This is an optimization exercise on Yosys and OpenROAD, whose aim is small area and a short achievable clock period, not a production implementation.
Power figures rest on the tool's default switching activity, not on a simulated workload.

==> flow/design.v <==
`timescale 1ns / 1ps
module ALU(
	input wire [15:0] Ar,
	input wire [15:0] Br,
	input wire [15:0] W,
	input wire fwd_a,
	input wire fwd_b,
	input wire [3:0] op,
	output wire [15:0] B,
	output wire [7:0] lo,
	output wire c8,
	output wire [7:0] hi0,
	output wire [7:0] hi1,
	output wire [15:0] logic_res,
	output wire neq
);
	wire [15:0] A = fwd_a ? W : Ar;
	assign B = fwd_b ? W : Br;
	wire sub = op[2];
	wire [15:0] x = A ^ {16{sub}};
	assign {c8, lo} = {1'b0, B[7:0]} + {1'b0, x[7:0]} + {8'd0, sub};
	assign hi0 = B[15:8] + x[15:8];
	assign hi1 = B[15:8] + x[15:8] + 8'd1;
	assign logic_res = op[0] ? (B | A) : (B & A);
	assign neq = (B != A);
endmodule
`timescale 1ns / 1ps
module program_counter(
	input wire [15:0] pc,
	input wire [15:0] instruction,
	input wire step,
	input wire clr,
	output wire [15:0] d_nt,
	output wire [15:0] d_br
);
	wire [15:0] pc_inc = pc + 16'd1;
	wire is_j = (instruction[15:12] == 4'd15);
	assign d_nt = clr ? 16'd0 : !step ? pc :
	              is_j ? {pc_inc[15:12], instruction[11:0]} : pc_inc;
	assign d_br = pc_inc + {{12{instruction[3]}}, instruction[3:0]};
endmodule
`timescale 1ns / 1ps
module register_file(
	input wire [255:0] R,
	input wire [3:0] addr,
	output wire [15:0] data
);
	assign data = R[16*addr +: 16];
endmodule
`timescale 1ns / 1ps
module microprocessor(
	input wire clk,
	input wire clr,
	input wire step,
	input wire [15:0] instruction,
	output wire [15:0] pc_out,
	output reg wb_en,
	output reg [3:0] wb_addr,
	output wire [15:0] wb_data,
	output reg st_en,
	output reg [1:0] st_addr,
	output reg [15:0] st_data
);
	wire [3:0] op = instruction[15:12];
	wire [3:0] ra = instruction[11:8];
	wire [3:0] rb = instruction[7:4];
	wire [3:0] rc = instruction[3:0];
	reg [255:0] R;           
	reg [63:0] M;            
	reg [7:0] q_lo, q_hi0, q_hi1;
	reg q_c8;
	reg [15:0] q_logic;
	reg q_lw, q_log, q_slt, q_taken;
	reg [1:0] q_laddr;
	reg [15:0] pc_nt, pc_br;
	genvar gi;
	wire [7:0] hi = q_c8 ? q_hi1 : q_hi0;
	wire [15:0] res = q_lw ? M[16*q_laddr +: 16] :
	                  q_log ? q_logic :
	                  q_slt ? {15'd0, hi[7]} : {hi, q_lo};
	assign wb_data = res;
	wire [15:0] pc = q_taken ? pc_br : pc_nt;
	assign pc_out = pc;
	wire [15:0] r_wdata = res & {16{~clr}};
	generate
		for (gi = 0; gi < 16; gi = gi + 1) begin : rf
			wire en = clr | (wb_en & (wb_addr == gi));
			always @(posedge clk)
				if (en) R[16*gi +: 16] <= r_wdata;
		end
	endgenerate
	wire [63:0] m_init = {16'd0, 16'd5, 16'd22, 16'd1};
	generate
		for (gi = 0; gi < 4; gi = gi + 1) begin : dm
			wire en = clr | (st_en & (st_addr == gi));
			always @(posedge clk)
				if (en) M[16*gi +: 16] <= clr ? m_init[16*gi +: 16] : st_data;
		end
	endgenerate
	wire [15:0] Ar, Br;
	register_file read_a (.R(R), .addr(ra), .data(Ar));
	register_file read_b (.R(R), .addr(rb), .data(Br));
	wire [15:0] B;
	wire [7:0] lo, hi0, hi1;
	wire c8, neq;
	wire [15:0] logic_res;
	ALU alu0 (.Ar(Ar), .Br(Br), .W(res), .fwd_a(wb_en && wb_addr == ra),
	          .fwd_b(wb_en && wb_addr == rb), .op(op), .B(B), .lo(lo), .c8(c8), .hi0(hi0), .hi1(hi1),
	          .logic_res(logic_res), .neq(neq));
	wire is_lw = (op == 4'd8);
	wire wr = step & ((op[3:1] == 3'b000) | (op == 4'd2) | (op[3:1] == 3'b011) | is_lw);
	wire st = step & (op == 4'd10);
	wire [1:0] maddr = B[1:0] + rc[1:0];
	wire [15:0] d_nt, d_br;
	program_counter pc0 (.pc(pc), .instruction(instruction), .step(step), .clr(clr),
	                     .d_nt(d_nt), .d_br(d_br));
	always @(posedge clk) begin
		if (clr) begin
			wb_en <= 1'b0;
			st_en <= 1'b0;
			q_taken <= 1'b0;
		end else begin
			wb_en <= wr;
			st_en <= st;
			q_taken <= step & (op == 4'd14) & neq;
		end
		pc_nt <= d_nt;
		pc_br <= d_br;
		q_lo <= lo;
		q_c8 <= c8;
		q_hi0 <= hi0;
		q_hi1 <= hi1;
		q_logic <= logic_res;
		q_lw <= is_lw;
		q_log <= (op[3:1] == 3'b000);
		q_slt <= (op == 4'd7);
		q_laddr <= maddr;
		wb_addr <= is_lw ? rb : rc;
		st_addr <= maddr;
		st_data <= B;
	end
endmodule
Settings: LEC_CHECK=0, CAP_MARGIN=20, CORE_MARGIN=2, CORE_UTILIZATION=40, CTS_BUF_LIST=sky130_fd_sc_hd__clkbuf_8, SETUP_SLACK_MARGIN=5, SLEW_MARGIN=20, SYNTH_HIERARCHICAL=1; clock period 10.5 ns.
standard.sh (not shown) runs the stock make flow with config.mk's settings and CLKGATE_MAP_FILE= SYNTH_SCRIPT=/design/flow/synth_recipe.tcl, a recipe that flattens the netlist after the stock synthesis.
==> flow/flow/run.sh <==
#!/bin/bash
# Own layout flow: the standard flow (standard.sh, the standard synthesis
# script and ORFS) with a few extra ORFS settings:
#  - the port buffers are sky130_fd_sc_hd__buf_4 instead of the resizer's default
#    choice (a slow delay cell);
#  - repair_timing aims for a larger setup margin.
# Each step's full output goes to a log file in the work folder.
set -euo pipefail
W=$(pwd)
X=("BUFFER_PORTS_ARGS=-buffer_cell sky130_fd_sc_hd__buf_4")
if [[ -f flow/extra.txt ]]; then
  while IFS= read -r line; do
    [[ -z "$line" || "$line" == \#* ]] && continue
    X+=("$line")
  done < flow/extra.txt
fi
printf '%s\n' "${X[@]}" > "$W/flow_settings.log"
bash standard.sh "${X[@]}" synth > "$W/flow_synth.log" 2>&1
bash standard.sh "${X[@]}" finish > "$W/flow_layout.log" 2>&1
test -f out/final.def
==> flow/flow/extra.txt <==
SETUP_SLACK_MARGIN=6.0
Next try:
--- a/flow/design.v
+++ b/flow/design.v
@@ -1,11 +1,7 @@
 `timescale 1ns / 1ps
 module ALU(
-	input wire [15:0] Ar,
-	input wire [15:0] Br,
-	input wire [15:0] W,
-	input wire fwd_a,
-	input wire fwd_b,
+	input wire [15:0] A,
+	input wire [15:0] B,
 	input wire [3:0] op,
-	output wire [15:0] B,
 	output wire [7:0] lo,
 	output wire c8,
@@ -15,6 +11,4 @@
 	output wire neq
 );
-	wire [15:0] A = fwd_a ? W : Ar;
-	assign B = fwd_b ? W : Br;
 	wire sub = op[2];
 	wire [15:0] x = A ^ {16{sub}};
@@ -44,7 +38,12 @@
 	input wire [255:0] R,
 	input wire [3:0] addr,
-	output wire [15:0] data
+	output reg [15:0] data
 );
-	assign data = R[16*addr +: 16];
+	integer k;
+	always @* begin
+		data = 16'd0;
+		for (k = 0; k < 16; k = k + 1)
+			data = data | ({16{addr == k}} & R[16*k +: 16]);
+	end
 endmodule
 `timescale 1ns / 1ps
@@ -101,10 +100,10 @@
 	register_file read_a (.R(R), .addr(ra), .data(Ar));
 	register_file read_b (.R(R), .addr(rb), .data(Br));
-	wire [15:0] B;
+	wire [15:0] A = (wb_en && wb_addr == ra) ? res : Ar;
+	wire [15:0] B = (wb_en && wb_addr == rb) ? res : Br;
 	wire [7:0] lo, hi0, hi1;
 	wire c8, neq;
 	wire [15:0] logic_res;
-	ALU alu0 (.Ar(Ar), .Br(Br), .W(res), .fwd_a(wb_en && wb_addr == ra),
-	          .fwd_b(wb_en && wb_addr == rb), .op(op), .B(B), .lo(lo), .c8(c8), .hi0(hi0), .hi1(hi1),
+	ALU alu0 (.A(A), .B(B), .op(op), .lo(lo), .c8(c8), .hi0(hi0), .hi1(hi1),
 	          .logic_res(logic_res), .neq(neq));
 	wire is_lw = (op == 4'd8);
=> The changed run passed the timing, design-rule and antenna checks; clock-buffer cell count rose by 5; setup slack gains 0.081 ns; wire length went up by about 14%; first-iteration DRC count increases by about 4%; total power goes down by 2.4%.
No run of this note included a check of the RTL's function; only the layout flow was run.

* * *

Another version of the RTL of microprocessor (not shown whole).
Size: about 380 flip-flops, ~75 I/O pins, about 19000 µm² of cells after synthesis.
==> module microprocessor, before the edit <==
module microprocessor(
	input wire clk,
	input wire clr,
	input wire step,
	input wire [15:0] instruction,
	output wire [15:0] pc_out,
	output reg wb_en,
	output reg [3:0] wb_addr,
	output reg [15:0] wb_data,
	output reg st_en,
	output reg [1:0] st_addr,
	output reg [15:0] st_data
);
	wire [3:0] op = instruction[15:12];
	wire [3:0] ra = instruction[11:8];
	wire [3:0] rb = instruction[7:4];
	wire [3:0] rc = instruction[3:0];
	reg [15:0] pc;
	reg [255:0] R;           
	reg [63:0] M;            
	wire [15:0] r_wdata = wb_data & {16{~clr}};
	genvar gi;
	generate
		for (gi = 0; gi < 16; gi = gi + 1) begin : rf
			wire en = clr | (wb_en & (wb_addr == gi));
			always @(posedge clk)
				if (en) R[16*gi +: 16] <= r_wdata;
		end
	endgenerate
	wire [63:0] m_init = {16'd0, 16'd5, 16'd22, 16'd1};
	generate
		for (gi = 0; gi < 4; gi = gi + 1) begin : dm
			wire en = clr | (st_en & (st_addr == gi));
			always @(posedge clk)
				if (en) M[16*gi +: 16] <= clr ? m_init[16*gi +: 16] : st_data;
		end
	endgenerate
	reg [15:0] Ar, Br;
	integer k;
	always @* begin
		Ar = 16'd0;
		Br = 16'd0;
		for (k = 0; k < 16; k = k + 1) begin
			Ar = Ar | ({16{ra == k}} & R[16*k +: 16]);
			Br = Br | ({16{rb == k}} & R[16*k +: 16]);
		end
	end
	wire fwd_a = wb_en & (wb_addr == ra);
	wire fwd_b = wb_en & (wb_addr == rb);
	wire [15:0] A = fwd_a ? wb_data : Ar;
	wire [15:0] B = fwd_b ? wb_data : Br;
	wire is_logic = (op[3:1] == 3'b000);                  
	wire is_arith = (op == 4'd2) | (op[3:1] == 3'b011);   
	wire is_lw = (op == 4'd8);
	wire is_sw = (op == 4'd10);
	wire is_bne = (op == 4'd14);
	wire is_j = (op == 4'd15);
	wire sub = op[2];
	wire [15:0] sum = B + (A ^ {16{sub}}) + {15'd0, sub};
	wire [1:0] maddr = B[1:0] + rc[1:0];
	wire [15:0] lw_data = (st_en && st_addr == maddr) ? st_data : M[16*maddr +: 16];
	reg [15:0] res;
	always @* begin
		if (is_lw)
			res = lw_data;
		else case ({op[2], op[1:0]})
			3'b000: res = B & A;
			3'b001: res = B | A;
			3'b111: res = {15'd0, sum[15]};
			default: res = sum;
		endcase
	end
	wire wr = step & (is_logic | is_arith | is_lw);
	wire st = step & is_sw;
	wire [15:0] pc_inc = pc + 16'd1;
	wire taken = is_bne & (B != A);
	wire [15:0] pc_next = is_j ? {pc_inc[15:12], instruction[11:0]} :
	                      taken ? pc_inc + {{12{rc[3]}}, rc} : pc_inc;
	assign pc_out = pc;
	always @(posedge clk) begin
		if (clr) begin
			pc <= 16'd0;
			wb_en <= 1'b0;
			st_en <= 1'b0;
		end else begin
			if (step) pc <= pc_next;
			wb_en <= wr;
			st_en <= st;
		end
		wb_addr <= is_lw ? rb : rc;
		wb_data <= res;
		st_addr <= maddr;
		st_data <= B;
	end
endmodule
Settings: LEC_CHECK=0, CAP_MARGIN=20, CORE_MARGIN=2, CORE_UTILIZATION=40, SETUP_SLACK_MARGIN=4, SLEW_MARGIN=20; clock period 10.5 ns.
run.sh (not shown) runs the stock make flow with config.mk's settings and CLKGATE_MAP_FILE= SYNTH_SCRIPT=/design/flow/synth_recipe.tcl, a recipe that flattens the netlist after the stock synthesis.
Stock flow here: none of the scripts above is used.
Change:
--- a/flow/design.v
+++ b/flow/design.v
@@ -27,16 +27,8 @@
 			always @(posedge clk)
 				if (en) R[16*gi +: 16] <= r_wdata;
 		end
 	endgenerate
-	wire [63:0] m_init = {16'd0, 16'd5, 16'd22, 16'd1};
-	generate
-		for (gi = 0; gi < 4; gi = gi + 1) begin : dm
-			wire en = clr | (st_en & (st_addr == gi));
-			always @(posedge clk)
-				if (en) M[16*gi +: 16] <= clr ? m_init[16*gi +: 16] : st_data;
-		end
-	endgenerate
 	reg [15:0] Ar, Br;
 	integer k;
 	always @* begin
 		Ar = 16'd0;
@@ -58,9 +50,9 @@
 	wire is_j = (op == 4'd15);
 	wire sub = op[2];
 	wire [15:0] sum = B + (A ^ {16{sub}}) + {15'd0, sub};
 	wire [1:0] maddr = B[1:0] + rc[1:0];
-	wire [15:0] lw_data = (st_en && st_addr == maddr) ? st_data : M[16*maddr +: 16];
+	wire [15:0] lw_data = M[16*maddr +: 16];
 	reg [15:0] res;
 	always @* begin
 		if (is_lw)
 			res = lw_data;
@@ -72,8 +64,16 @@
 		endcase
 	end
 	wire wr = step & (is_logic | is_arith | is_lw);
 	wire st = step & is_sw;
+	wire [63:0] m_init = {16'd0, 16'd5, 16'd22, 16'd1};
+	generate
+		for (gi = 0; gi < 4; gi = gi + 1) begin : dm
+			wire en = clr | (st & (maddr == gi));
+			always @(posedge clk)
+				if (en) M[16*gi +: 16] <= clr ? m_init[16*gi +: 16] : B;
+		end
+	endgenerate
 	wire [15:0] pc_inc = pc + 16'd1;
 	wire taken = is_bne & (B != A);
 	wire [15:0] pc_next = is_j ? {pc_inc[15:12], instruction[11:0]} :
 	                      taken ? pc_inc + {{12{rc[3]}}, rc} : pc_inc;
- critical path depth is unchanged
- design area shrinks by 2.2%
- die area shrinks by 1.7%
- total power shrinks by 3.5%
- via count shrinks by 2.0%
Function was not checked in any run of this note: the RTL went through the layout flow alone.

-- port drivers added, routing unchanged --
How much do the figures lean on ideal ports? The routed layouts below were timed once more, with nothing changed but the port constraints. Step 1 (the two cells are an assumption about what drives the block):
set clk [get_ports {clk}]
set_driving_cell -lib_cell sky130_fd_sc_hd__clkbuf_16 $clk
set_driving_cell -lib_cell sky130_fd_sc_hd__buf_2 [delete_from_list [all_inputs] $clk]
Step 2 moves the port delays by t, midway between the first and last clock arrival at a register: inputs arrive t later, outputs are due t later. That takes back most of the time a late clock gives input paths. Slacks: ideal ports / drivers / drivers and shift; pairs: ideal ports / drivers.
run	t (ns)	slack for setup (ns)	worst setup path after step 2	clock arrival spread, ns	worst register clock-pin slew, ns
the first run of note 1	0.681	5.762 / 5.639 / 4.957	input to register	0.027 / 0.027	0.07 / 0.07
the second run of note 1	0.701	5.844 / 5.713 / 5.012	input to register	0.030 / 0.030	0.07 / 0.07
the first run of note 2	0.631	4.222 / 4.255 / 3.624	input to register	0.023 / 0.024	0.07 / 0.07
the second run of note 2	0.619	4.143 / 4.151 / 3.532	input to register	0.033 / 0.034	0.07 / 0.07
After both steps setup and hold are still met in every run listed. The setup slack of the second run of note 1, which loses most, moves by -0.131 ns with the drivers and by -0.832 ns with both steps.
